This design comes from an exercise in tuning for small area, a short achievable clock period and few clock cycles per item on the open sky130 flow, not from production work.
RTL that was checked went through simulation tests only; none was proved equivalent to the original.
No functional check of the RTL was part of run 1.
Power is estimated from default activity; no workload was simulated.

## flow/design.v (module list and top-level ports; edited modules follow where they fit)
// module MGT_01_booth_row: 22 lines
// module MGT_01_booth_bit: 7 lines
// module MGT_01_fa: 8 lines
// module MGT_01_ha: 8 lines
// module MGT_01_mul_unit: 857 lines
module MGT_01_mul_unit
(  
  input  logic signed [31:0]       multiplier_i, multiplicand_i,
  input  logic                     clk_i, clk_en_i,                
  input  logic                     rst_n_i,                        
  input  logic [1:0]               operation_i,
  output logic signed [31:0]       result_o,
  output logic                     valid_o
);
  // ...
==> flow/flow/run.sh <==
#!/bin/bash
# Layout flow: the standard ORFS flow (standard.sh), with
#  - buf_1 cells as the port buffers (buffer_ports' default pick is a slow
#    delay cell); every input and output port still gets its own buffer
#  - the Booth rows' a22oi_2 gates from synthesis sized down to a22oi_1
#    (same function and pins); timing repair sizes up what it needs
#  - timing repair aiming at a setup margin below the clock period
# Each tool's output goes to synth.log and standard.log.
set -e
export BUFFER_PORTS_ARGS="-buffer_cell sky130_fd_sc_hd__buf_1"
export SETUP_SLACK_MARGIN=${MARGIN:-6.5}
RES=orfs/results/sky130hd/MGT_01_mul_unit/base
bash standard.sh $PWD/$RES/1_2_yosys.v > synth.log 2>&1
sed -i 's/sky130_fd_sc_hd__a22oi_2 /sky130_fd_sc_hd__a22oi_1 /' $RES/1_2_yosys.v
bash standard.sh > standard.log 2>&1
==> flow/standard.sh <==
#!/bin/bash
# synth_recipe.tcl (not shown) runs the flow's synth.tcl, then flattens the netlist and writes it again
# the make line also repeats each setting of config.mk as NAME=value (left out here)
make -C /OpenROAD-flow-scripts/flow DESIGN_CONFIG=/design/flow/config.mk WORK_HOME=/design/flow/orfs CLKGATE_MAP_FILE= SYNTH_SCRIPT=/design/flow/synth_recipe.tcl "${@:-finish}"
==> flow/config.mk <==
export PLATFORM = sky130hd
export DESIGN_NAME = MGT_01_mul_unit
export DESIGN_NICKNAME = MGT_01_mul_unit
export VERILOG_FILES = /design/flow/design.v
export SDC_FILE = /design/flow/constraint.sdc
export NUM_CORES = 4
export LEC_CHECK = 0
export CAP_MARGIN = 20
export CORE_MARGIN = 2
export CORE_UTILIZATION = 55
export PLACE_DENSITY = 0.65
export SLEW_MARGIN = 20
export SYNTH_HIERARCHICAL = 1
export SYNTH_MINIMUM_KEEP_SIZE = 0
==> flow/constraint.sdc <==
create_clock -name core_clock -period 10.0 [get_ports {clk_i}]
set_input_delay 2.0000 -clock core_clock [delete_from_list [all_inputs] [get_ports {clk_i}]]
set_output_delay 2.0000 -clock core_clock [all_outputs]
set_load 0.01 [all_outputs]
==> impl_metrics.py, run 1 <==
metrics = {
    "run_status": {
        "status": "complete, no violations",
    },
    "power": {
        "swShare_pct": 43.3,
        "p_clk_share_pct": 11.0,
        "comb-power_w": 0.00410,
        "pg_seq_w": 0.00149,
    },
    "finish": {
        "post_layout_nonfiller_instances": 1776,
        "clkbuf_count": 17,
        "seq_share_pct": 28.7,
        "clock_area_share_pct": 3.49,
        "area_delta_synth_final_pct": 12.1,
        "buffers": 125,
        "final_cell_mix": "211 x xnor2_1, 208 x a22oi_1, 139 x edfxtp_1",
    },
    "synth": {
        "syn_inst": 1255,
        "syn_area_um2": 15400,
        "yosys_warnings": 7,
        "syn_avg_cell_area_um2": 12.2,
    },
    "floorplanning": {
        "coreArea_um2": 27600,
        "rows": 61,
        "dieArea_um2": 29300,
        "tap_cells": 378,
    },
    "critical_path": {
        "cp_max_fo": 35,
        "r2r_start": "neg_q[0]",
        "end_kind": "flip-flop",
        "critical_path_class": "reg2reg",
        "r2r_cells": 7,
        "r2r_setup_slack_ps": 6580,
    },
    "timing": {
        "timing.final.hold_violations": 0,
        "finalMaxSlewViolations": 0,
        "worst_slack_ps": 6580,
        "tns_ps": 0,
    },
    "detailed_routing": {
        "top_layer": "met4",
        "routed_wl_um": 41400,
        "wl_met3_um": 3930,
        "ant_nets": 0,
        "via_count": 10900,
    },
    "placed_design": {
        "place_area_um2": 16600,
    },
    "grt": {
        "grt.busiest_layer": "met2",
        "grt_pass1_wl_um": 63800,
    },
    "flow_run": {
        "cap_violations": 0,
    },
    "cts": {
        "numClockSinks": 177,
        "clk_latency_ps": 440,
        "cts_buffers": 17,
    },
}
==> module MGT_01_booth_row, before the edit <==
module MGT_01_booth_row
(
  input  logic        one_i, two_i, neg_i,
  input  logic [33:0] y_i,
  output logic [33:0] pp_o
);
  genvar j;
  generate
    for (j = 0; j < 34; j++) begin : g_bit
      if (j == 0) begin : g_lsb
        MGT_01_booth_bit u_bit (.one_i(one_i), .two_i(two_i), .neg_i(neg_i),
                                .y_i(y_i[0]), .ym1_i(1'b0), .pp_o(pp_o[0]));
      end else if (j == 33) begin : g_msb
        MGT_01_booth_bit u_bit (.one_i(one_i), .two_i(two_i), .neg_i(~neg_i),
                                .y_i(y_i[33]), .ym1_i(y_i[32]), .pp_o(pp_o[33]));
      end else begin : g_mid
        MGT_01_booth_bit u_bit (.one_i(one_i), .two_i(two_i), .neg_i(neg_i),
                                .y_i(y_i[j]), .ym1_i(y_i[j-1]), .pp_o(pp_o[j]));
      end
    end
  endgenerate
endmodule
==> run 2: changes to the inputs <==
--- a/flow/design.v
+++ b/flow/design.v
@@ -13,4 +13,4 @@
       end else if (j == 33) begin : g_msb
-        MGT_01_booth_bit u_bit (.one_i(one_i), .two_i(two_i), .neg_i(~neg_i),
-                                .y_i(y_i[33]), .ym1_i(y_i[32]), .pp_o(pp_o[33]));
+        MGT_01_booth_bit_n u_bit (.one_i(one_i), .two_i(two_i), .neg_i(neg_i),
+                                  .y_i(y_i[33]), .ym1_i(y_i[32]), .pp_o(pp_o[33]));
       end else begin : g_mid
@@ -29,2 +29,9 @@
 endmodule
+module MGT_01_booth_bit_n
+(
+  input  logic one_i, two_i, neg_i, y_i, ym1_i,
+  output logic pp_o
+);
+  assign pp_o = ~(((one_i & y_i) | (two_i & ym1_i)) ^ neg_i);
+endmodule
 module MGT_01_fa
--- a/flow/flow/run.sh
+++ b/flow/flow/run.sh
@@ -10,3 +10,3 @@
 export BUFFER_PORTS_ARGS="-buffer_cell sky130_fd_sc_hd__buf_1"
-export SETUP_SLACK_MARGIN=${MARGIN:-6.5}
+export SETUP_SLACK_MARGIN=${MARGIN:-7}
 RES=orfs/results/sky130hd/MGT_01_mul_unit/base
==> impl_metrics.py, run 2 <==
metrics = {
    "grt": {
        "grt_pass1_wl_um": 66700,
        "grt_use_total_pct": 30.9,
        "antenna_found_initial": 0,
        "overflow": 0,
        "grt_max_degree": 66,
        "grt_pass1_vias": 11000,
    },
    "cts": {
        "root_buffer": "clkbuf_16",
        "hold_buffers": 0,
        "clk_latency_ps": 450,
        "cts_tree": "yes",
        "cts_buffer_depth": 2,
        "numClockSinks": 177,
        "cts.clk_slew.worst_paths_ps": 80,
        "cts_buffers": 17,
        "h-tree-depth": 4,
    },
    "detailed_routing": {
        "drc": 0,
        "drt-initial-drc-count": 1156,
        "wire_per_inst_um": 24.2,
        "wl_met3_um": 4170,
        "ant_nets": 0,
        "routed_wl_um": 43300,
        "wl_met2_um": 19900,
        "wl_met1_um": 18400,
        "via_count": 10900,
        "vias_per_cell": 6.12,
        "dr.pass1.iters": 6,
        "top_layer": "met4",
    },
    "floorplanning": {
        "coreArea_um2": 27600,
        "die_h_um": 171,
        "dieArea_um2": 29200,
        "die_x_um": 171,
        "io_pins": 102,
        "initial_core_util_pct": 55.5,
        "rows": 61,
    },
    "run_status": {
        "status": "complete, no violations",
    },
    "finish": {
        "multi_input_area_um2": 11100,
        "fillers": 2140,
        "final_cell_mix": "195 x xnor2_1, 162 x a22oi_1, 139 x edfxtp_1",
        "drive_gt1_share_pct": 24.0,
        "area_delta_synth_final_pct": 19.3,
        "layout.area.seq_um2": 4970,
        "antenna_cells": 0,
        "reg_top3": "b_q (32), res_q (32), s_q (32)",
        "final_common_cell": "xnor2_1",
        "nNetsFinal": 1726,
    },
    "timing": {
        "rsz0062_at_grt": "yes",
        "worst_slack_ps": 6760,
        "fin_crit_sh_pct": 32.4,
        "finalMaxSlewViolations": 0,
        "min_period_ps": 3240,
        "setup-violations-final": 0,
        "timing.final.hold_violations": 0,
        "fin_worst_skew_ps": 13.6,
        "max-slew-margin-rel_pct": 53.2,
        "tns_ps": 0,
        "max_freq_mhz": 309,
        "worst_pin_slew_ps": 702,
    },
    "min_path": {
        "holdPathStages": 2,
        "hp-class": "reg2reg",
        "min_to": "valid_q",
        "worstHoldStart": "valid_q",
    },
    "critical_path": {
        "r2r_setup_slack_ps": 6760,
        "critical_path_class": "reg2reg",
        "r2r_end": "c_q[14]",
        "arrival_ps": 3430,
        "r2r_cells": 7,
        "critPathRequiredTime_ps": 10190,
        "cp_max_fo": 34,
        "end_kind": "flip-flop",
        "r2r_start": "one_q[3]",
        "startpoint_type": "flip-flop",
    },
    "placed_design": {
        "dp_hpwl_um": 29500,
        "io_buffers": 101,
        "gp_congestion": 0.876,
        "pre_cts_ws_ps": 5600,
    },
    "power": {
        "p_leak_nw": 6.41,
        "vdd_drop_max_mv": 0.158,
        "pwr_density_cell_nw_per_um2": 366,
    },
    "synth": {
        "yosys_warnings": 7,
        "syn_area_um2": 15300,
        "syn_inst": 1249,
        "syn_avg_cell_area_um2": 12.3,
    },
    "flow_run": {
        "cap_violations": 0,
    },
}
==> run 2: cell types whose count changed in the layout (fill, tap and decap cells not counted), sizes merged <==
cell,previous run,this run
clkinvlp,2,4
xor2,12,18
bufinv,2,1
inv,70,63
buf,125,139
nor3b,3,2
clkbuf,17,20
xnor2,219,213
==> run 2: layer usage <==
layer	up-vias	GRT usage (%)
met2	525	47.8
li1	4804	-
met3	62	8.47
met1	5533	43.7
met5	-	0
met4	0	7.04
==> run 2: area by class of cell <==
cell class,instances,share of cell area (%)
Clock buffer,17,2.33
Timing Repair Buffer,142,5.12
Tap cell,378,2.59
Multi-Input combinational cell,1000,60.6
Clock inverter,15,0.923
Sequential cell,177,27.2
Inverter,57,1.27
==> run 2: timing repair <==
item | in CTS | in global routing
buffers inserted | 11 | 6
resized for setup | 127 | 72
pin swaps | 32 | 32
cloned | 1 | 1
setup endpoints to repair | 162 | 121
==> run 2: report_power, final <==
| group | total, W | switching, W | internal [W] | leakage, nW |
|---|---|---|---|---|
| logic | 0.00451 | 0.00242 | 0.00209 | 4.52 |
| clock network | 0.000686 | 0.000330 | 0.000356 | 0.283 |
| registers | 0.00150 | 0.000154 | 0.00135 | 1.61 |
==> run 2: critical path, cell delays in order, from the launching register on <==
cell and delay, ps:
edfxtp_1 420, buf_12 190, a22oi_1 270, xnor2_1 200, fa_2 480, fa_2 350
fa_1 560, fa_2 450
==> run 2: worst max path at each step <==
| stage | startpoint | to | depth (start not counted) |
|---|---|---|---|
| after CTS | one_q[0] | c_q[13] | 7 |
| after detailed placement | clk_en_i | ls_q[3] | 4 |
| after floorplan | clk_en_i | cl_q | 3 |
| after global placement | clk_en_i | lc_q[4] | 4 |
| after global routing | one_q[3] | c_q[14] | 7 |
| final | one_q[3] | c_q[14] | 7 |
==> run 2: metrics by stage <==
| stage | std cells | power (W) | area [µm²] | util [%] | hold WS (ps) |
|---|---|---|---|---|---|
| final | 1786 | 0.00670 | 18300 | 66.2 | 645 |
| after CTS | 1779 | 0.00654 | 17900 | 64.7 | 632 |
| after global routing | 1786 | 0.00720 | 18300 | 66.2 | 672 |
| after global placement | 1735 | 0.00552 | 16700 | 60.4 | 598 |
| after detailed placement | 1735 | 0.00567 | 16700 | 60.4 | 618 |
| after floorplan | 1251 | 0.00426 | 15700 | - | 611 |
Testbench counts of run 2, summed over its fixed seeds: cycles 19,200, items 3,200.
==> run 3: changes to the inputs <==
--- a/flow/flow/run.sh
+++ b/flow/flow/run.sh
@@ -10,3 +10,3 @@
 export BUFFER_PORTS_ARGS="-buffer_cell sky130_fd_sc_hd__buf_1"
-export SETUP_SLACK_MARGIN=${MARGIN:-7}
+export SETUP_SLACK_MARGIN=${MARGIN:-6.5}
 RES=orfs/results/sky130hd/MGT_01_mul_unit/base
==> impl_metrics.py, run 3 <==
metrics = {
    "min_path": {
        "hp-class": "reg2reg",
        "holdPathStages": 2,
        "min_to": "valid_q",
        "worstHoldStart": "valid_q",
    },
    "floorplanning": {
        "rows": 61,
        "die_h_um": 171,
        "coreArea_um2": 27600,
        "io_pins": 102,
        "initial_core_util_pct": 55.5,
        "die_x_um": 171,
        "dieArea_um2": 29200,
    },
    "cts": {
        "h-tree-depth": 4,
        "cts.clk_slew.worst_paths_ps": 80,
        "root_buffer": "clkbuf_16",
        "clk_latency_ps": 450,
        "numClockSinks": 177,
        "cts_buffers": 17,
        "cts_buffer_depth": 2,
        "cts_tree": "yes",
    },
    "detailed_routing": {
        "via_count": 10800,
        "vias_per_cell": 6.09,
        "routed_wl_um": 41900,
        "drc": 0,
        "drt-initial-drc-count": 1023,
        "ant_nets": 0,
        "wire_per_inst_um": 23.6,
        "dr.pass1.iters": 6,
    },
    "placed_design": {
        "place_area_um2": 16500,
        "gp_congestion": 0.844,
        "dp_hpwl_um": 29100,
        "io_buffers": 101,
    },
    "power": {
        "p_clk_share_pct": 11.1,
        "power_w": 0.00629,
        "intPower_w": 0.00354,
        "swShare_pct": 43.6,
        "seqPwrFrac_pct": 23.7,
        "p_sw_w": 0.00274,
        "p_leak_nw": 6.14,
        "pwr_density_cell_nw_per_um2": 367,
        "p_comb_share_pct": 65.3,
        "vdd_drop_max_mv": 0.175,
    },
    "critical_path": {
        "critical_path_class": "in2reg",
        "r2r_setup_slack_ps": 6600,
        "end_kind": "flip-flop",
        "critPathRequiredTime_ps": 10160,
        "cp_max_fo": 68,
        "startpoint_type": "primary input",
        "arrival_ps": 3570,
        "crit_start": "clk_en_i",
        "r2r_cells": 7,
        "r2r_end": "c_q[18]",
        "r2r_start": "one_q[2]",
    },
    "synth": {
        "syn_inst": 1249,
        "syn_area_um2": 15300,
        "yosys_warnings": 7,
        "syn_avg_cell_area_um2": 12.3,
    },
    "flow_run": {
        "cap_violations": 0,
    },
    "finish": {
        "fillers": 2260,
        "final_cell_mix": "208 x a22oi_1, 208 x xnor2_1, 139 x edfxtp_1",
        "layout.area.seq_um2": 4930,
        "antenna_cells": 0,
        "final_cell_area_um2": 17200,
        "area_delta_synth_final_pct": 11.9,
        "nNetsFinal": 1711,
        "drive_gt1_share_pct": 10.8,
        "reg_top3": "b_q (32), res_q (32), s_q (32)",
        "multi_input_area_um2": 10400,
    },
    "grt": {
        "grt_pass1_vias": 10900,
        "grt_pass1_wl_um": 65700,
        "antenna_found_initial": 1,
        "overflow": 0,
        "grt_max_degree": 69,
        "grt_use_total_pct": 30.4,
    },
    "timing": {
        "finalMaxSlewViolations": 0,
        "timing.final.hold_violations": 0,
        "min_period_ps": 3410,
        "worst_pin_slew_ps": 889,
        "rsz0062_at_grt": "no",
        "fin_worst_skew_ps": 14.6,
        "tns_ps": 0,
        "max_freq_mhz": 294,
        "fin_crit_sh_pct": 34.1,
        "max-slew-margin-rel_pct": 40.5,
        "setup-violations-final": 0,
    },
    "run_status": {
        "status": "complete, no violations",
    },
}
## run 3: worst max-delay path: stages
cell     delay (ps)
buf_1            70
buf_4           340
nor3b_4         440
buf_8           440
or2_2           210
## run 3: worst max path at each step
stage	end	slack [ps]
2_1_floorplan	cl_q	4990
3_3_place_gp	cl_q	5290
3_5_place_dp	cl_q	5220
4_1_cts	cl_q	6550
5_1_grt	c_q[8]	6500
6_report	cl_q	6590
## run 3: timing repair
item / CTS / global route
cloned: 1 / 0
pin swaps: 0 / 0
gates resized for setup: 1 / 3
hold buffers: 0 / 0
setup buffers: 2 / 0
setup endpoints to repair: 69 / 2
## run 3: per-stage QoR
step	setup slack (ps)	cells	util [%]	hold WS, ps
finish	6590	1771	62.1	627
global route	6500	1771	62.1	659
CTS	6550	1771	62.1	629
detailed placement	5220	1736	59.8	618
global placement	5290	1736	59.8	603
floorplan	4990	1251	-	611
## run 3: power by group through the flow
| stage | clock network (W) | logic (W) | registers (W) |
|---|---|---|---|
| after floorplan | 0 | 0.00269 | 0.00152 |
| after global placement | 0 | 0.00391 | 0.00150 |
| after detailed placement | 0 | 0.00402 | 0.00150 |
| after CTS | 0.000702 | 0.00405 | 0.00148 |
| after global routing | 0.000728 | 0.00460 | 0.00151 |
| final | 0.000696 | 0.00411 | 0.00149 |
## run 3: area by class of cell
cell class                 count  share of cell area (%)
inverter                      57                    1.25
tap                          378                    2.76
timing repair buffer         126                    3.37
sequential                   177                    28.8
clock inverter                15                   0.977
clock buffer                  17                    2.48
multi-input combinational   1001                    60.4
## run 3: routing by layer
| layer | global-route usage, % | up-vias | part of all wire [%] |
|---|---|---|---|
| met4 | 7.00 | 0 | 1.7 |
| met5 | 0 | - | 0 |
| li1 | - | 4775 | - |
| met3 | 7.61 | 58 | 8.8 |
| met2 | 47.3 | 484 | 46 |
| met1 | 43.3 | 5474 | 43 |
==> run 4: changes to the inputs <==
--- a/flow/config.mk
+++ b/flow/config.mk
@@ -10,2 +10,3 @@
 export CORE_UTILIZATION = 55
+export CTS_BUF_LIST = sky130_fd_sc_hd__clkbuf_8
 export PLACE_DENSITY = 0.65
==> impl_metrics.py, run 4 <==
metrics = {
    "run_status": {
        "status": "complete, no violations",
    },
    "finish": {
        "final_cell_mix": "208 x a22oi_1, 208 x xnor2_1, 139 x edfxtp_1",
        "final_cell_area_um2": 17000,
        "reg_top3": "b_q (32), res_q (32), s_q (32)",
        "drive_gt1_share_pct": 10.8,
        "area_delta_synth_final_pct": 10.7,
        "antenna_cells": 0,
        "nNetsFinal": 1711,
    },
    "timing": {
        "rsz0062_at_grt": "no",
        "max_freq_mhz": 293,
        "fin_crit_sh_pct": 34.1,
        "min_period_ps": 3410,
        "fin_worst_skew_ps": 25.9,
        "setup-violations-final": 0,
        "finalMaxSlewViolations": 0,
        "max-slew-margin-rel_pct": 33.0,
        "worst_pin_slew_ps": 1000,
        "tns_ps": 0,
        "timing.final.hold_violations": 0,
    },
    "critical_path": {
        "arrival_ps": 3630,
        "path_delay_family": "buffers and inverters",
        "r2r_start": "one_q[3]",
        "end_kind": "flip-flop",
        "startpoint_type": "primary input",
        "cp_max_fo": 68,
        "critical-path-max-stage-delay_ps": 500,
        "path_cells": "buf_1, buf_4, nor3b_4, clkbuf_8, or2_2",
        "critical_path_class": "in2reg",
        "cp_num_buf_inv": 3,
        "crit_start": "clk_en_i",
        "critPathRequiredTime_ps": 10210,
        "slowest_stage": "clkbuf_8",
    },
    "placed_design": {
        "place_area_um2": 16500,
        "dp_hpwl_um": 29100,
        "gp_congestion": 0.844,
        "io_buffers": 101,
    },
    "power": {
        "p_sw_w": 0.00270,
        "seqPwrFrac_pct": 24.4,
        "swShare_pct": 44.3,
        "vdd_drop_max_mv": 0.163,
        "p_leak_nw": 6.06,
        "p_comb_share_pct": 67.0,
        "p_clk_share_pct": 8.6,
        "pwr_density_cell_nw_per_um2": 359,
        "intPower_w": 0.00339,
    },
    "detailed_routing": {
        "routed_wl_um": 41600,
        "wire_per_inst_um": 23.5,
        "via_count": 10700,
        "dr.pass1.iters": 6,
        "drt-initial-drc-count": 1227,
        "ant_nets": 0,
        "vias_per_cell": 6.03,
        "drc": 0,
    },
    "floorplanning": {
        "io_pins": 102,
        "die_h_um": 171,
        "coreArea_um2": 27600,
        "rows": 61,
        "initial_core_util_pct": 55.5,
        "die_x_um": 171,
        "dieArea_um2": 29200,
    },
    "grt": {
        "grt_max_degree": 69,
        "grt_pass1_vias": 10800,
        "overflow": 0,
        "grt_pass1_wl_um": 65300,
        "grt_use_total_pct": 30.3,
        "antenna_found_initial": 1,
    },
    "min_path": {
        "hp-class": "reg2reg",
        "worstHoldStart": "valid_q",
    },
    "synth": {
        "yosys_warnings": 7,
        "syn_inst": 1249,
        "syn_avg_cell_area_um2": 12.3,
        "syn_area_um2": 15300,
    },
    "cts": {
        "cts_buffer_depth": 2,
        "numClockSinks": 177,
        "root_buffer": "clkbuf_8",
        "cts_tree": "yes",
        "cts_buffers": 17,
        "h-tree-depth": 4,
        "hold_buffers": 0,
        "clk_latency_ps": 500,
        "cts.clk_slew.worst_paths_ps": 110,
    },
    "flow_run": {
        "cap_violations": 0,
    },
}
run 4: cell type report:
| type | count | area [µm²] |
|---|---|---|
| Tap cell | 378 | 473 |
| Multi-Input combinational cell | 1001 | 10400 |
| Fill cell | 2283 | 10700 |
| Inverter | 57 | 214 |
| Timing Repair Buffer | 126 | 581 |
| Clock inverter | 15 | 168 |
| Sequential cell | 177 | 4930 |
| Clock buffer | 17 | 234 |
run 4: per-stage QoR:
step                instances  setup slack [ps]  hold slack (ps)  power (W)  utilization (%)
floorplan                1251              4990              611    0.00421                -
detailed placement       1736              5220              618    0.00552             59.8
global route             1771              6510              669    0.00665             61.4
global placement         1736              5290              603    0.00541             59.8
CTS                      1771              6610              637    0.00605             61.4
finish                   1771              6590              632    0.00609             61.4
run 4: path summary, 6_finish.rpt:
| check | end | slack (ps) | depth (start not counted) |
|---|---|---|---|
| min | valid_q | 630 | 2 |
| max | cl_q | 6590 | 5 |
| min reg2reg | valid_q | 630 | 2 |
| max reg2reg | c_q[13] | 6650 | 7 |
run 4: tightest hold or removal path: cells and delay by family (launching register included):
family	cells	cell delay (ps)
flip-flops	1	350
multiplexers	1	130
AND/OR/NAND/NOR	1	120
run 4: per-layer routing:
layer	wire, µm	GRT usage (%)	vias to the layer above
li1	-	-	4764
met1	18000	43.5	5383
met2	19200	46.9	479
met4	660	7.59	0
met3	3720	7.01	51
met5	0	0	-
run 4: timing repair:
action,in CTS,in global routing
gates cloned,1,0
hold endpoints to repair,0,0
setup buffers,2,0
resized for setup,1,3
setup endpoints to repair,69,3
run 4: power groups by stage:
stage / Combinational (W) / Clock (W) / Sequential [W]
finish: 0.00408 / 0.000524 / 0.00149
CTS: 0.00404 / 0.000532 / 0.00148
global placement: 0.00391 / 0 / 0.00150
detailed placement: 0.00402 / 0 / 0.00150
floorplan: 0.00269 / 0 / 0.00152
global route: 0.00459 / 0.000558 / 0.00151
==> run 5: changes to the inputs <==
--- a/flow/flow/run.sh
+++ b/flow/flow/run.sh
@@ -10,3 +10,3 @@
 export BUFFER_PORTS_ARGS="-buffer_cell sky130_fd_sc_hd__buf_1"
-export SETUP_SLACK_MARGIN=${MARGIN:-6.5}
+export SETUP_SLACK_MARGIN=${MARGIN:-6.75}
 RES=orfs/results/sky130hd/MGT_01_mul_unit/base
--- a/flow/config.mk
+++ b/flow/config.mk
@@ -10,3 +10,2 @@
 export CORE_UTILIZATION = 55
-export CTS_BUF_LIST = sky130_fd_sc_hd__clkbuf_8
 export PLACE_DENSITY = 0.65
==> impl_metrics.py, run 5 <==
metrics = {
    "critical_path": {
        "arrival_ps": 3380,
        "critical_path_class": "reg2reg",
        "cp_num_buf_inv": 1,
        "crit_cells": 7,
        "startpoint_type": "flip-flop",
        "r2r_end": "c_q[21]",
        "end_kind": "flip-flop",
        "critPathRequiredTime_ps": 10180,
        "r2r_cells": 7,
        "crit_start": "one_q[3]",
        "path_cells": "buf_12, a22oi_1, xnor2_1, fa_2, fa_2, fa_2, fa_2",
        "endpoint": "c_q[21]",
        "path_delay_family": "adder cells",
        "slowest_stage": "fa_2",
        "critical-path-max-stage-delay_ps": 550,
        "r2r_start": "one_q[3]",
        "cp_max_fo": 34,
        "crit_path_frequent_cell": "fa_2",
        "r2r_setup_slack_ps": 6790,
    },
    "finish": {
        "final_common_cell": "xnor2_1",
        "antenna_cells": 0,
        "post_layout_nonfiller_instances": 1774,
        "area_delta_synth_final_pct": 15.3,
        "reg_top3": "b_q (32), res_q (32), s_q (32)",
        "final_cell_area_um2": 17700,
        "final_cell_mix": "206 x xnor2_1, 184 x a22oi_1, 139 x edfxtp_1",
        "drive_gt1_share_pct": 18.0,
        "nNetsFinal": 1714,
    },
    "cts": {
        "cts.clk_slew.worst_paths_ps": 80,
        "clk_latency_ps": 440,
        "cts_buffer_depth": 2,
        "h-tree-depth": 4,
        "hold_buffers": 0,
        "numClockSinks": 177,
        "root_buffer": "clkbuf_16",
        "cts_tree": "yes",
        "cts_buffers": 17,
    },
    "flow_run": {
        "cap_violations": 0,
    },
    "grt": {
        "antenna_found_initial": 1,
        "overflow": 0,
        "grt_use_total_pct": 30.1,
        "grt_max_degree": 66,
        "grt_pass1_wl_um": 65000,
        "grt_pass1_vias": 10900,
    },
    "timing": {
        "worst_slack_ps": 6790,
        "fin_worst_skew_ps": 14.0,
        "rsz0062_at_grt": "yes",
        "timing.final.hold_violations": 0,
        "max_freq_mhz": 312,
        "max-slew-margin-rel_pct": 55.3,
        "worst_pin_slew_ps": 670,
        "fin_crit_sh_pct": 32.1,
        "min_period_ps": 3210,
        "tns_ps": 0,
        "setup-violations-final": 0,
        "finalMaxSlewViolations": 0,
    },
    "power": {
        "power_w": 0.00639,
        "pwr_density_cell_nw_per_um2": 361,
        "p_leak_nw": 6.23,
        "vdd_drop_max_mv": 0.143,
    },
    "detailed_routing": {
        "drt-initial-drc-count": 981,
        "dr.pass1.iters": 8,
        "routed_wl_um": 41900,
        "drc": 0,
        "via_count": 10900,
        "ant_nets": 0,
        "wire_per_inst_um": 23.6,
        "vias_per_cell": 6.12,
    },
    "synth": {
        "syn_inst": 1249,
        "syn_area_um2": 15300,
        "syn_avg_cell_area_um2": 12.3,
        "yosys_warnings": 7,
    },
    "placed_design": {
        "dp_hpwl_um": 29700,
        "gp_congestion": 0.840,
        "placed_cells": 1737,
        "pre_cts_ws_ps": 6190,
        "place_area_um2": 16600,
        "io_buffers": 101,
    },
    "run_status": {
        "status": "complete, no violations",
    },
    "floorplanning": {
        "rows": 61,
        "dieArea_um2": 29200,
        "initial_core_util_pct": 55.5,
        "die_h_um": 171,
        "io_pins": 102,
        "die_x_um": 171,
        "coreArea_um2": 27600,
    },
    "min_path": {
        "hp-class": "reg2reg",
    },
}
[run 5: cell types whose count changed in the layout (fill, tap and decap cells not counted), moves of 8 or more]
cell	previous run	this run
nor2b_2	0	8
dfxtp_2	0	26
a22oi_2	0	24
a22oi_1	208	184
clkbuf_8	18	0
nor2b_1	63	53
fa_1	125	106
ha_1	65	57
dfxtp_1	38	12
fa_2	72	91
clkbuf_16	0	17
[run 5: worst min path at each step]
stage,startpoint,endpoint,slack (ps),depth (start not counted)
floorplan,valid_q,valid_q,610,2
finish,valid_q,valid_q,660,2
global placement,valid_q,valid_q,650,2
CTS,valid_q,valid_q,660,2
detailed placement,valid_q,valid_q,630,2
global route,cnt_q[2],first_q,720,1
[run 5: area by class of cell]
type / count / area, µm²
timing repair buffer: 130 / 714
tap: 378 / 473
multi-input combinational: 1000 / 10700
clock buffer: 17 / 425
fill: 2159 / 9950
inverter: 57 / 229
sequential: 177 / 4970
clock inverter: 15 / 199
[run 5: metal layers]
| metal | track usage (%) | part of all wire (%) | vias up |
|---|---|---|---|
| li1 | - | - | 4773 |
| met1 | 41.7 | 42 | 5439 |
| met2 | 46.5 | 46 | 568 |
| met3 | 8.91 | 10 | 81 |
| met4 | 7.92 | 2.2 | 2 |
| met5 | 0 | 0.029 | - |
[run 5: worst reg2reg max path: stages, from the launching register on]
cell and delay (ps):
edfxtp_1 420, buf_12 200, a22oi_1 270, xnor2_1 200
fa_2 490, fa_2 370, fa_2 550, fa_2 440
[run 5: power breakdown]
| part | total (W) | leakage [nW] | internal [W] | switching, W |
|---|---|---|---|---|
| Combinational | 0.00416 | 4.33 | 0.00191 | 0.00225 |
| Clock | 0.000728 | 0.296 | 0.000403 | 0.000326 |
| Sequential | 0.00150 | 1.61 | 0.00135 | 0.000155 |
| Total | 0.00639 | 6.23 | 0.00366 | 0.00273 |
[run 5: per-stage QoR]
step	hold WS [ps]	util, %
floorplan	611	-
global placement	650	60.2
detailed placement	633	60.2
CTS	655	62.7
global route	718	64.0
finish	660	64.0
[run 5: timing repair]
item,in CTS,in global routing
setup endpoints to repair,34,33
pin swaps,0,14
setup buffers,3,2
gates resized for setup,18,100
==> run 6: changes to the inputs <==
--- a/flow/config.mk
+++ b/flow/config.mk
@@ -7,2 +7,3 @@
 export LEC_CHECK = 0
+export ABC_CLOCK_PERIOD_IN_PS = 3000
 export CAP_MARGIN = 20
==> impl_metrics.py, run 6 <==
metrics = {
    "run_status": {
        "status": "complete, no violations",
    },
    "power": {
        "power_w": 0.00639,
        "vdd_drop_max_mv": 0.143,
        "pwr_density_cell_nw_per_um2": 361,
        "p_leak_nw": 6.23,
    },
    "placed_design": {
        "dp_hpwl_um": 29700,
        "io_buffers": 101,
        "gp_congestion": 0.840,
        "place_area_um2": 16600,
    },
    "detailed_routing": {
        "drt-initial-drc-count": 981,
        "via_count": 10900,
        "drc": 0,
        "routed_wl_um": 41900,
        "ant_nets": 0,
        "vias_per_cell": 6.12,
        "dr.pass1.iters": 8,
        "wire_per_inst_um": 23.6,
    },
    "floorplanning": {
        "rows": 61,
        "initial_core_util_pct": 55.5,
        "die_x_um": 171,
        "die_h_um": 171,
        "io_pins": 102,
        "coreArea_um2": 27600,
        "dieArea_um2": 29200,
    },
    "finish": {
        "utilization_pct": 64.0,
        "final_cell_area_um2": 17700,
        "area_delta_synth_final_pct": 15.3,
        "reg_top3": "b_q (32), res_q (32), s_q (32)",
        "final_common_cell": "xnor2_1",
        "drive_gt1_share_pct": 18.0,
        "antenna_cells": 0,
        "final_cell_mix": "206 x xnor2_1, 184 x a22oi_1, 139 x edfxtp_1",
        "nNetsFinal": 1714,
    },
    "grt": {
        "overflow": 0,
        "antenna_found_initial": 1,
        "grt_use_total_pct": 30.1,
        "grt_max_degree": 66,
        "grt_pass1_vias": 10900,
        "grt_pass1_wl_um": 65000,
    },
    "timing": {
        "fin_crit_sh_pct": 32.1,
        "holdWs_ps": 660,
        "tns_ps": 0,
        "max-slew-margin-rel_pct": 55.3,
        "finalMaxSlewViolations": 0,
        "timing.final.hold_violations": 0,
        "max_freq_mhz": 312,
        "rsz0062_at_grt": "yes",
        "worst_pin_slew_ps": 670,
        "min_period_ps": 3210,
        "fin_worst_skew_ps": 14.0,
        "setup-violations-final": 0,
    },
    "critical_path": {
        "end_kind": "flip-flop",
        "r2r_cells": 7,
        "path_delay_family": "adder cells",
        "critical_path_class": "reg2reg",
        "critical-path-max-stage-delay_ps": 550,
        "crit_cells": 7,
        "crit_path_frequent_cell": "fa_2",
        "cp_num_buf_inv": 1,
        "arrival_ps": 3380,
        "cp_max_fo": 34,
        "slowest_stage": "fa_2",
        "startpoint_type": "flip-flop",
        "path_cells": "buf_12, a22oi_1, xnor2_1, fa_2, fa_2, fa_2, fa_2",
        "critPathRequiredTime_ps": 10180,
    },
    "cts": {
        "numClockSinks": 177,
        "h-tree-depth": 4,
        "cts.clk_slew.worst_paths_ps": 80,
        "clk_latency_ps": 440,
        "cts_tree": "yes",
        "root_buffer": "clkbuf_16",
        "cts_buffer_depth": 2,
        "cts_buffers": 17,
    },
    "synth": {
        "yosys_warnings": 7,
        "syn_avg_cell_area_um2": 12.3,
        "syn_inst": 1249,
        "syn_area_um2": 15300,
    },
    "flow_run": {
        "cap_violations": 0,
    },
    "min_path": {
        "holdPathStages": 2,
        "hp-class": "reg2reg",
    },
}
## run 6: cell type report
type | instances | area (µm²)
Multi-Input combinational cell | 1000 | 10700
Clock inverter | 15 | 199
Tap cell | 378 | 473
Fill cell | 2159 | 9950
Inverter | 57 | 229
Clock buffer | 17 | 425
Timing Repair Buffer | 130 | 714
Sequential cell | 177 | 4970
## run 6: per-stage QoR
step / setup slack (ps) / cells
after floorplan: 4990 / 1251
after global placement: 6230 / 1737
after detailed placement: 6190 / 1737
after CTS: 6750 / 1772
after global routing: 6710 / 1774
final: 6790 / 1774
## run 6: metal layers
metal  vias to the layer above  track usage [%]  share of wire (%)
li1                       4773                -                  -
met1                      5439             41.7                 42
met2                       568             46.5                 46
met3                        81             8.91                 10
met4                         2             7.92                2.2
met5                         -                0              0.029
## run 6: power breakdown
group	switching (W)	leakage, nW	internal [W]	total (W)
clock	0.000326	0.296	0.000403	0.000728
combinational	0.00225	4.33	0.00191	0.00416
sequential	0.000155	1.61	0.00135	0.00150
## run 6: timing repair
| action | in CTS | in global routing |
|---|---|---|
| gates resized for setup | 18 | 100 |
| pin swaps | 0 | 14 |
| setup buffers | 3 | 2 |
| hold buffers | 0 | 0 |
| endpoints found under the setup margin | 34 | 33 |
## run 6: final timing paths
kind / startpoint / end / slack [ps]
setup / recovery: one_q[3] / c_q[21] / 6790
setup reg to reg: one_q[3] / c_q[21] / 6790
hold / removal: valid_q / valid_q / 660
hold reg to reg: valid_q / valid_q / 660
## run 6: worst reg2reg max path, stage by stage, from the launching register on
cell	delay (ps)
edfxtp_1	420
buf_12	200
a22oi_1	270
xnor2_1	200
fa_2	490
fa_2	370
fa_2	550
fa_2	440
==> run 7: changes to the inputs <==
--- a/flow/config.mk
+++ b/flow/config.mk
@@ -7,3 +7,2 @@
 export LEC_CHECK = 0
-export ABC_CLOCK_PERIOD_IN_PS = 3000
 export CAP_MARGIN = 20
@@ -11,2 +10,3 @@
 export CORE_UTILIZATION = 55
+export CTS_BUF_LIST = sky130_fd_sc_hd__clkbuf_8 sky130_fd_sc_hd__clkbuf_16
 export PLACE_DENSITY = 0.65
==> impl_metrics.py, run 7 <==
metrics = {
    "timing": {
        "fin_worst_skew_ps": 14.0,
        "min_period_ps": 3210,
        "finalMaxSlewViolations": 0,
        "max-slew-margin-rel_pct": 55.3,
        "fin_crit_sh_pct": 32.1,
        "setup-violations-final": 0,
        "holdWs_ps": 660,
        "worst_pin_slew_ps": 670,
        "timing.final.hold_violations": 0,
        "max_freq_mhz": 312,
        "tns_ps": 0,
        "rsz0062_at_grt": "yes",
    },
    "placed_design": {
        "place_area_um2": 16600,
        "io_buffers": 101,
        "gp_congestion": 0.840,
        "placed_cells": 1737,
        "dp_hpwl_um": 29700,
    },
    "grt": {
        "overflow": 0,
        "grt_max_degree": 66,
        "grt_pass1_wl_um": 65000,
        "grt_pass1_vias": 10900,
        "antenna_found_initial": 1,
        "grt_use_total_pct": 30.1,
    },
    "critical_path": {
        "r2r_start": "one_q[3]",
        "critical-path-max-stage-delay_ps": 550,
        "arrival_ps": 3380,
        "slowest_stage": "fa_2",
        "critPathRequiredTime_ps": 10180,
        "cp_max_fo": 34,
        "startpoint_type": "flip-flop",
        "crit_start": "one_q[3]",
        "path_cells": "buf_12, a22oi_1, xnor2_1, fa_2, fa_2, fa_2, fa_2",
        "end_kind": "flip-flop",
        "crit_path_frequent_cell": "fa_2",
        "r2r_setup_slack_ps": 6790,
        "critical_path_class": "reg2reg",
    },
    "finish": {
        "utilization_pct": 64.0,
        "nNetsFinal": 1714,
        "antenna_cells": 0,
        "area_delta_synth_final_pct": 15.3,
        "drive_gt1_share_pct": 18.0,
        "post_layout_nonfiller_instances": 1774,
        "final_common_cell": "xnor2_1",
        "fillers": 2159,
        "final_cell_area_um2": 17700,
        "reg_top3": "b_q (32), res_q (32), s_q (32)",
        "final_cell_mix": "206 x xnor2_1, 184 x a22oi_1, 139 x edfxtp_1",
    },
    "cts": {
        "cts.clk_slew.worst_paths_ps": 80,
        "numClockSinks": 177,
        "cts_buffers": 17,
        "cts_tree": "yes",
        "clk_latency_ps": 440,
        "cts_buffer_depth": 2,
        "root_buffer": "clkbuf_16",
        "hold_buffers": 0,
        "h-tree-depth": 4,
    },
    "power": {
        "vdd_drop_max_mv": 0.143,
        "p_leak_nw": 6.23,
        "seqPwrFrac_pct": 23.5,
        "p_sw_w": 0.00273,
        "intPower_w": 0.00366,
        "p_clk_share_pct": 11.4,
        "p_comb_share_pct": 65.1,
        "pwr_density_cell_nw_per_um2": 361,
        "swShare_pct": 42.7,
    },
    "synth": {
        "syn_area_um2": 15300,
        "syn_avg_cell_area_um2": 12.3,
        "yosys_warnings": 7,
        "syn_inst": 1249,
    },
    "flow_run": {
        "cap_violations": 0,
    },
    "min_path": {
        "worstHoldStart": "valid_q",
        "hp-class": "reg2reg",
    },
    "detailed_routing": {
        "vias_per_cell": 6.12,
        "routed_wl_um": 41900,
        "via_count": 10900,
        "drt-initial-drc-count": 981,
        "ant_nets": 0,
        "wire_per_inst_um": 23.6,
        "dr.pass1.iters": 8,
        "drc": 0,
    },
    "floorplanning": {
        "initial_core_util_pct": 55.5,
        "io_pins": 102,
        "die_x_um": 171,
        "dieArea_um2": 29200,
        "coreArea_um2": 27600,
        "rows": 61,
        "die_h_um": 171,
    },
    "run_status": {
        "status": "complete, no violations",
    },
}
## run 7: critical path: cells and delay by family, from the launching register on
| family | cells | cell delay (ps) |
|---|---|---|
| AO/OA/AOI/OAI | 1 | 240 |
| XOR/XNOR | 1 | 200 |
| adder cells (fa/ha/maj) | 4 | 1850 |
| buffers and inverters | 1 | 200 |
| flip-flops | 1 | 420 |
## run 7: area by class of cell
class                   instances  area [µm²]  area share (%)
flip-flops and latches        177        4970            28.1
repair buffers                130         714            4.04
multi-input cells            1000       10700            60.4
well taps                     378         473            2.67
inverters                      57         229            1.30
clock inverters                15         199            1.13
clock buffers                  17         425            2.41
## run 7: path summary, 6_finish.rpt
kind,to,depth (start not counted)
setup / recovery,c_q[21],7
hold / removal,valid_q,2
setup reg to reg,c_q[21],7
hold reg to reg,valid_q,2
## run 7: stage by stage
step	setup WS, ps	power [W]
3_5_place_dp	6190	0.00554
6_report	6790	0.00639
4_1_cts	6750	0.00628
5_1_grt	6710	0.00691
3_3_place_gp	6230	0.00543
2_1_floorplan	4990	0.00424
## run 7: repair_timing
item	4_1_cts	5_1_grt
setup buffers	3	2
resized for setup	18	100
pin swaps	0	14
endpoints found under the setup margin	34	33
## run 7: power by group through the flow
stage / combinational (W) / sequential [W] / clock [W]
detailed placement: 0.00403 / 0.00151 / 0
floorplan: 0.00273 / 0.00152 / 0
finish: 0.00416 / 0.00150 / 0.000728
global placement: 0.00391 / 0.00152 / 0
CTS: 0.00406 / 0.00149 / 0.000734
global route: 0.00463 / 0.00152 / 0.000762
## run 7: routing by layer
metal / vias up / wire length (µm) / GRT usage, %
li1: 4773 / - / -
met1: 5439 / 17500 / 41.7
met5: - / 12 / 0
met2: 568 / 19200 / 46.5
met4: 2 / 920 / 7.92
met3: 81 / 4200 / 8.91
==> run 8: changes to the inputs <==
--- a/flow/config.mk
+++ b/flow/config.mk
@@ -9,5 +9,4 @@
 export CORE_MARGIN = 2
-export CORE_UTILIZATION = 55
-export CTS_BUF_LIST = sky130_fd_sc_hd__clkbuf_8 sky130_fd_sc_hd__clkbuf_16
-export PLACE_DENSITY = 0.65
+export CORE_UTILIZATION = 70
+export PLACE_DENSITY = 0.8
 export SLEW_MARGIN = 20
==> impl_metrics.py, run 8 <==
metrics = {
    "run_status": {
        "status": "complete, no violations",
    },
    "timing": {
        "fin_worst_skew_ps": 11.4,
        "max_freq_mhz": 305,
        "setup-violations-final": 0,
        "fin_crit_sh_pct": 32.8,
        "holdWs_ps": 619,
        "tns_ps": 0,
        "rsz0062_at_grt": "yes",
        "worst_pin_slew_ps": 959,
        "timing.final.hold_violations": 0,
        "max-slew-margin-rel_pct": 36.0,
        "min_period_ps": 3280,
        "finalMaxSlewViolations": 0,
    },
    "min_path": {
        "holdPathStages": 2,
        "hp-class": "reg2reg",
        "worstHoldStart": "valid_q",
        "min_to": "valid_q",
    },
    "grt": {
        "grt_pass1_vias": 11300,
        "overflow": 0,
        "grt_max_degree": 81,
        "grt_use_total_pct": 36.0,
        "grt_pass1_wl_um": 63900,
        "antenna_found_initial": 1,
    },
    "floorplanning": {
        "rows": 54,
        "die_h_um": 152,
        "io_pins": 102,
        "coreArea_um2": 21700,
        "initial_core_util_pct": 70.7,
        "die_x_um": 152,
        "dieArea_um2": 23100,
    },
    "critical_path": {
        "r2r_start": "one_q[0]",
        "arrival_ps": 3460,
        "critical_path_class": "reg2reg",
        "critical-path-max-stage-delay_ps": 540,
        "critPathRequiredTime_ps": 10180,
        "startpoint_type": "flip-flop",
        "r2r_end": "c_q[14]",
        "path_cells": "buf_12, a22oi_1, xnor2_1, fa_1, fa_2, fa_1, fa_2",
        "r2r_setup_slack_ps": 6720,
        "cp_num_buf_inv": 1,
        "r2r_cells": 7,
        "path_delay_family": "adder cells",
        "end_kind": "flip-flop",
        "cp_max_fo": 34,
        "slowest_stage": "fa_1",
    },
    "cts": {
        "cts_buffer_depth": 2,
        "root_buffer": "clkbuf_16",
        "cts.clk_slew.worst_paths_ps": 80,
        "cts_tree": "yes",
        "clk_latency_ps": 450,
        "numClockSinks": 177,
        "hold_buffers": 0,
        "cts_buffers": 17,
        "h-tree-depth": 4,
    },
    "power": {
        "vdd_drop_max_mv": 0.189,
        "p_leak_nw": 6.19,
        "power_w": 0.00660,
        "pwr_density_cell_nw_per_um2": 379,
    },
    "detailed_routing": {
        "wire_per_inst_um": 24.7,
        "routed_wl_um": 41200,
        "drt-initial-drc-count": 1359,
        "ant_nets": 0,
        "vias_per_cell": 6.78,
        "drc": 0,
        "via_count": 11300,
        "dr.pass1.iters": 7,
    },
    "placed_design": {
        "dp_hpwl_um": 28800,
        "place_area_um2": 16500,
        "io_buffers": 101,
        "gp_congestion": 0.896,
        "placed_cells": 1637,
    },
    "flow_run": {
        "cap_violations": 0,
    },
    "finish": {
        "antenna_cells": 0,
        "final_common_cell": "xnor2_1",
        "area_delta_synth_final_pct": 13.7,
        "drive_gt1_share_pct": 16.8,
        "final_cell_mix": "203 x xnor2_1, 187 x a22oi_1, 139 x edfxtp_1",
        "reg_top3": "b_q (32), res_q (32), s_q (32)",
        "fillers": 1286,
        "nNetsFinal": 1708,
        "post_layout_nonfiller_instances": 1669,
        "final_cell_area_um2": 17400,
    },
    "synth": {
        "syn_area_um2": 15300,
        "yosys_warnings": 7,
        "syn_avg_cell_area_um2": 12.3,
        "syn_inst": 1249,
    },
}
==> run 8: area by class of cell <==
cell class / count / area (µm²) / share of cell area [%]
flip-flops and latches: 177 / 4960 / 28.5
multi-input cells: 1000 / 10600 / 61.0
clock buffers: 17 / 425 / 2.44
clock inverters: 14 / 145 / 0.833
inverters: 57 / 229 / 1.31
repair buffers: 124 / 677 / 3.88
well taps: 280 / 350 / 2.01
==> run 8: where the power goes <==
| group | leakage, nW | switching (W) | internal, W |
|---|---|---|---|
| clock | 0.270 | 0.000323 | 0.000351 |
| combinational | 4.31 | 0.00244 | 0.00200 |
| sequential | 1.61 | 0.000137 | 0.00135 |
| total | 6.19 | 0.00290 | 0.00370 |
==> run 8: timing repair <==
action	in CTS	in global routing
setup buffers	1	0
hold endpoints to repair	0	0
gates resized for setup	21	82
pin swaps	0	16
endpoints found under the setup margin	105	30
==> run 8: metal layers <==
metal	track usage (%)	wire [µm]
met5	0	0
met3	11.1	5470
met1	50.9	15800
met4	11.7	1170
met2	54.2	18700
==> run 8: per-stage QoR <==
| stage | worst slack (ps) | util [%] |
|---|---|---|
| floorplan | 4990 | - |
| global placement | 5670 | 76.1 |
| detailed placement | 5630 | 76.1 |
| CTS | 6750 | 79.0 |
| global route | 6650 | 80.4 |
| finish | 6720 | 80.4 |
==> run 8: worst max path at each step <==
stage                  start  endpoint  slack (ps)  cells after the start
floorplan           clk_en_i      cl_q        4990                      3
global placement    clk_en_i      cl_q        5670                      5
detailed placement  clk_en_i      cl_q        5630                      5
CTS                  b_q[17]   c_q[13]        6750                      6
global route        one_q[0]   c_q[14]        6650                      7
finish              one_q[0]   c_q[14]        6720                      7
==> run 8: worst register-to-register path, cell delays in order (launching register included) <==
cell	delay [ps]
edfxtp_1	420
buf_12	210
a22oi_1	340
xnor2_1	190
fa_1	500
fa_2	400
fa_1	540
fa_2	440

static timing again, ports no longer ideal:
The flow's constraints put no driver on any port. The routed layouts listed below were extracted and timed again, unchanged, in two steps. Step 1: set_driving_cell puts a clkbuf_16 on clk_i and a buf_2 on each other input, an assumption about the parent block. Step 2 moves the port delays by t, midway between the first and last clock arrival at a register: inputs arrive t later, outputs are due t later. That takes back most of the time a late clock gives input paths. Three values: no drivers, after step 1, after step 2; two values: the first two.
run	t, ns	setup slack, ns	worst setup path after step 2	worst register clock-pin slew, ns
run 1	0.485	6.576 / 6.576 / 6.164	input to register	0.07 / 0.07
run 2	0.494	6.763 / 6.763 / 6.396	input to register	0.08 / 0.08
run 3	0.494	6.594 / 6.596 / 6.130	input to register	0.08 / 0.08
run 4	0.532	6.589 / 6.613 / 6.082	input to register	0.12 / 0.12
run 5	0.482	6.792 / 6.792 / 6.403	input to register	0.08 / 0.08
run 6	0.482	6.792 / 6.792 / 6.403	input to register	0.08 / 0.08
run 7	0.482	6.792 / 6.792 / 6.403	input to register	0.08 / 0.08
run 8	0.488	6.717 / 6.717 / 6.369	input to register	0.08 / 0.08
After both steps every run listed still meets setup and hold. For run 4, which loses most, drivers alone change the setup slack by +0.024 ns; drivers and shift together by -0.507 ns.
